This is an optimization exercise on Yosys and OpenROAD, whose aim is small area, a short achievable clock period and few clock cycles per item, not a production implementation.
The RTL was checked by simulation tests, not by an equivalence proof against the original design.
No activity file was given, so power comes from the tool's default toggle rates.

## IOTDF
module IOTDF( clk, rst, in_en, iot_in, fn_sel, busy, valid, iot_out);
Size in the first run: roughly 490 cells after synthesis, about 160 flip-flops, about 140 I/O pins, roughly 0.0048 mm² of cells after synthesis.
clock: 5.5 ns
lec_check: 0
abc_clock_period_in_ps: 2000
cap_margin: 20
core_area: 2.3 2.72 109.02 108.8
die_area: 0 0 111.405 111.405
setup_slack_margin: 3.45
slew_margin: 20
standard.sh (not shown) runs the stock make flow with config.mk's settings and CLKGATE_MAP_FILE= SYNTH_SCRIPT=/design/flow/synth_recipe.tcl, a recipe that flattens the netlist after the stock synthesis.
==> flow/flow/run.sh <==
#!/bin/bash
# The standard ORFS layout with two changes:
#  - synthesis maps all logic with ABC under a delay target (map -D) instead of
#    extracting full/half adder cells first (ADDER_MAP_FILE empty); sizing and
#    buffering are left to OpenROAD's repair steps;
#  - the port buffers are the smallest buffer, buf_1.
# Everything else (synthesis script, floorplan, placement, CTS, routing) is the
# standard flow. Each step's output goes to a log file in this folder.
set -euo pipefail
D=${ABC_D:-1250}
rm -rf scripts_synth
cp -r "$FLOW_HOME/scripts" scripts_synth
cat > scripts_synth/abc_speed.script <<EOS
strash
dch
map -D $D
topo
EOS
bash standard.sh SCRIPTS_DIR="$PWD/scripts_synth" ADDER_MAP_FILE= synth > synth.log 2>&1
bash standard.sh BUFFER_PORTS_ARGS="-buffer_cell sky130_fd_sc_hd__buf_1" CTS_ARGS="-sink_clustering_enable -repair_clock_nets -dont_use_dummy_load -sink_clustering_size 40 -sink_clustering_max_diameter 80 -root_buf sky130_fd_sc_hd__clkbuf_16 -buf_list {sky130_fd_sc_hd__clkbuf_4 sky130_fd_sc_hd__clkbuf_8}" finish > layout.log 2>&1
Testbench counts at the start, summed over its fixed seeds: cycles 38,424, blocks 2,400.
Rerun with:
--- a/flow/flow/run.sh
+++ b/flow/flow/run.sh
@@ -9,3 +9,3 @@
 set -euo pipefail
-D=${ABC_D:-1250}
+D=${ABC_D:-1400}
 rm -rf scripts_synth
@@ -19,2 +19,2 @@
 bash standard.sh SCRIPTS_DIR="$PWD/scripts_synth" ADDER_MAP_FILE= synth > synth.log 2>&1
-bash standard.sh BUFFER_PORTS_ARGS="-buffer_cell sky130_fd_sc_hd__buf_1" CTS_ARGS="-sink_clustering_enable -repair_clock_nets -dont_use_dummy_load -sink_clustering_size 40 -sink_clustering_max_diameter 80 -root_buf sky130_fd_sc_hd__clkbuf_16 -buf_list {sky130_fd_sc_hd__clkbuf_4 sky130_fd_sc_hd__clkbuf_8}" finish > layout.log 2>&1
+bash standard.sh BUFFER_PORTS_ARGS="-buffer_cell sky130_fd_sc_hd__buf_1" finish > layout.log 2>&1
CORE_AREA = default   (was 2.3 2.72 109.02 108.8)
CORE_MARGIN = 2   (was default)
CORE_UTILIZATION = 40   (was default)
DIE_AREA = default   (was 0 0 111.405 111.405)
SETUP_SLACK_MARGIN = 3.3   (was 3.45)
Outcome: Synthesized cell count drops by roughly a tenth. Die area stays the same. Count of clock-buffer cells in the layout came out higher by 2. Routed wire length decreases by a little under a tenth. Sequential share of layout area is lower by 1.3 points. Power goes up by about a fifth. Hold slack gains 28 ps.
Rerun with:
--- a/flow/flow/run.sh
+++ b/flow/flow/run.sh
@@ -9,3 +9,3 @@
 set -euo pipefail
-D=${ABC_D:-1400}
+D=${ABC_D:-1600}
 rm -rf scripts_synth
@@ -19,2 +19,2 @@
 bash standard.sh SCRIPTS_DIR="$PWD/scripts_synth" ADDER_MAP_FILE= synth > synth.log 2>&1
-bash standard.sh BUFFER_PORTS_ARGS="-buffer_cell sky130_fd_sc_hd__buf_1" finish > layout.log 2>&1
+bash standard.sh BUFFER_PORTS_ARGS="-buffer_cell sky130_fd_sc_hd__buf_1" CTS_ARGS="-sink_clustering_enable -repair_clock_nets -dont_use_dummy_load -sink_clustering_size 40 -sink_clustering_max_diameter 80 -root_buf sky130_fd_sc_hd__clkbuf_16 -buf_list {sky130_fd_sc_hd__clkbuf_4 sky130_fd_sc_hd__clkbuf_8}" finish > layout.log 2>&1
CORE_AREA = 2.3 2.72 109.02 108.8   (was default)
CORE_MARGIN = default   (was 2)
CORE_UTILIZATION = default   (was 40)
DIE_AREA = 0 0 111.405 111.405   (was default)
SETUP_SLACK_MARGIN = 3.45   (was 3.3)
Outcome:
- setup slack is worse by 80 ps
- maximum frequency went down by 3.6%
- sequential share of layout area goes up by 1.5 points
- first-iteration DRC count rose by 2.8%
- global-route usage falls by 0.53 points
- critical path depth grows by 4
- worst hold slack got worse by 22 ps
- cell count goes down by 0.77%
Rerun with:
==> flow/flow/run.sh (replaced) <==
#!/bin/bash
# Standard ORFS layout, except that the port buffers the standard flow's flow inserts
# (one per input and output port) are the smallest buffer, buf_1.
set -euo pipefail
bash standard.sh BUFFER_PORTS_ARGS="-buffer_cell sky130_fd_sc_hd__buf_1" finish > standard.log 2>&1
CORE_AREA = default   (was 2.3 2.72 109.02 108.8)
CORE_MARGIN = 2   (was default)
CORE_UTILIZATION = 40   (was default)
DIE_AREA = default   (was 0 0 111.405 111.405)
SETUP_SLACK_MARGIN = 3.5   (was 3.45)
Area after synthesis is higher by 2.6%.
Clock-buffer cell count increases by 3.
Global-route usage drops by 0.47 points.
Setup slack got worse by 260 ps.
Cell area increases by 11%.
Synthesized cell count decreases by 25%.
Die area climbs by 1.9%.
Rerun with:
==> flow/flow/run.sh (replaced) <==
#!/bin/bash
# Standard ORFS layout, except that the port buffers the standard flow's flow inserts
# (one per input and output port) are the smallest buffer, buf_1.
set -euo pipefail
bash standard.sh ADDER_MAP_FILE= BUFFER_PORTS_ARGS="-buffer_cell sky130_fd_sc_hd__buf_1" finish > standard.log 2>&1
CTS_BUF_LIST = sky130_fd_sc_hd__clkbuf_8   (was default)
SETUP_SLACK_MARGIN = 3.0   (was 3.5)
After rerunning: Global-route usage came out higher by 0.90 points; wire length came out higher by 13%; worst hold slack gets better by 11 ps; register-to-register slack gets worse by 480 ps; synthesized area came out higher by 8.7%.
Rerun with:
==> flow/flow/run.sh (replaced) <==
#!/bin/bash
# The standard ORFS layout with two changes:
#  - synthesis maps all logic with ABC under a delay target (map -D) instead of
#    extracting full/half adder cells first (ADDER_MAP_FILE empty); sizing and
#    buffering are left to OpenROAD's repair steps;
#  - the port buffers are the smallest buffer, buf_1.
# Everything else (synthesis script, floorplan, placement, CTS, routing) is the
# standard flow. Each step's output goes to a log file in this folder.
set -euo pipefail
D=${ABC_D:-1400}
rm -rf scripts_synth
cp -r "$FLOW_HOME/scripts" scripts_synth
cat > scripts_synth/abc_speed.script <<EOS
strash
dch
map -D $D
topo
EOS
bash standard.sh SCRIPTS_DIR="$PWD/scripts_synth" ADDER_MAP_FILE= synth > synth.log 2>&1
bash standard.sh BUFFER_PORTS_ARGS="-buffer_cell sky130_fd_sc_hd__buf_1" CTS_ARGS="-sink_clustering_enable -repair_clock_nets -dont_use_dummy_load -sink_clustering_size 40 -sink_clustering_max_diameter 80 -root_buf sky130_fd_sc_hd__clkbuf_16 -buf_list {sky130_fd_sc_hd__clkbuf_4 sky130_fd_sc_hd__clkbuf_8}" finish > layout.log 2>&1
CORE_AREA = 2.3 2.72 109.02 108.8   (was default)
CORE_MARGIN = default   (was 2)
CORE_UTILIZATION = default   (was 40)
CTS_BUF_LIST = default   (was sky130_fd_sc_hd__clkbuf_8)
DIE_AREA = 0 0 111.405 111.405   (was default)
SETUP_SLACK_MARGIN = 3.48   (was 3.0)
The new run ran to the end with no violations.
Via count decreases by 3.4%.
Utilization increases by 2.8 points.
Non-clock buffer count is higher by 7.
Count of clock-buffer cells in the layout drops by 1.
Wire length fell by 6.4%.
Area after synthesis shrinks by 9.7%.
Final area decreases by 5.1%.
Final cell count came out lower by 2.1%.
Power came out lower by 14%.
Global-route usage increases by 0.36 points.
Sequential power went down by about 5%.

## separate check: timing with driven ports
No port has a modelled driver above. Below, the same layouts with a new extraction and two added sets of constraints.
Step 1 sets driving cells, clkbuf_16 on the clock port and buf_2 on the other inputs (assumed; they add their load-dependent delay and slew).
Step 2 also shifts input and output timing later by t, the mid clock arrival at the registers, as if the neighbouring blocks saw the same clock.
Slacks: no drivers / after step 1 / after step 2; pairs: no drivers / after step 1.
run	shift t [ns]	slack for setup (ns)	latest minus earliest clock arrival (ns)
the first run	0.396	3.402 / 3.402 / 3.402	0.035 / 0.035
the second run	0.452	3.379 / 3.379 / 3.379	0.009 / 0.009
the third run	0.393	3.300 / 3.300 / 3.300	0.026 / 0.026
the fourth run	0.443	3.041 / 3.041 / 3.041	0.009 / 0.010
the fifth run	0.474	2.566 / 2.566 / 2.566	0.009 / 0.009
the sixth run	0.396	3.396 / 3.396 / 3.396	0.027 / 0.027
After both steps every run listed still meets setup and hold.
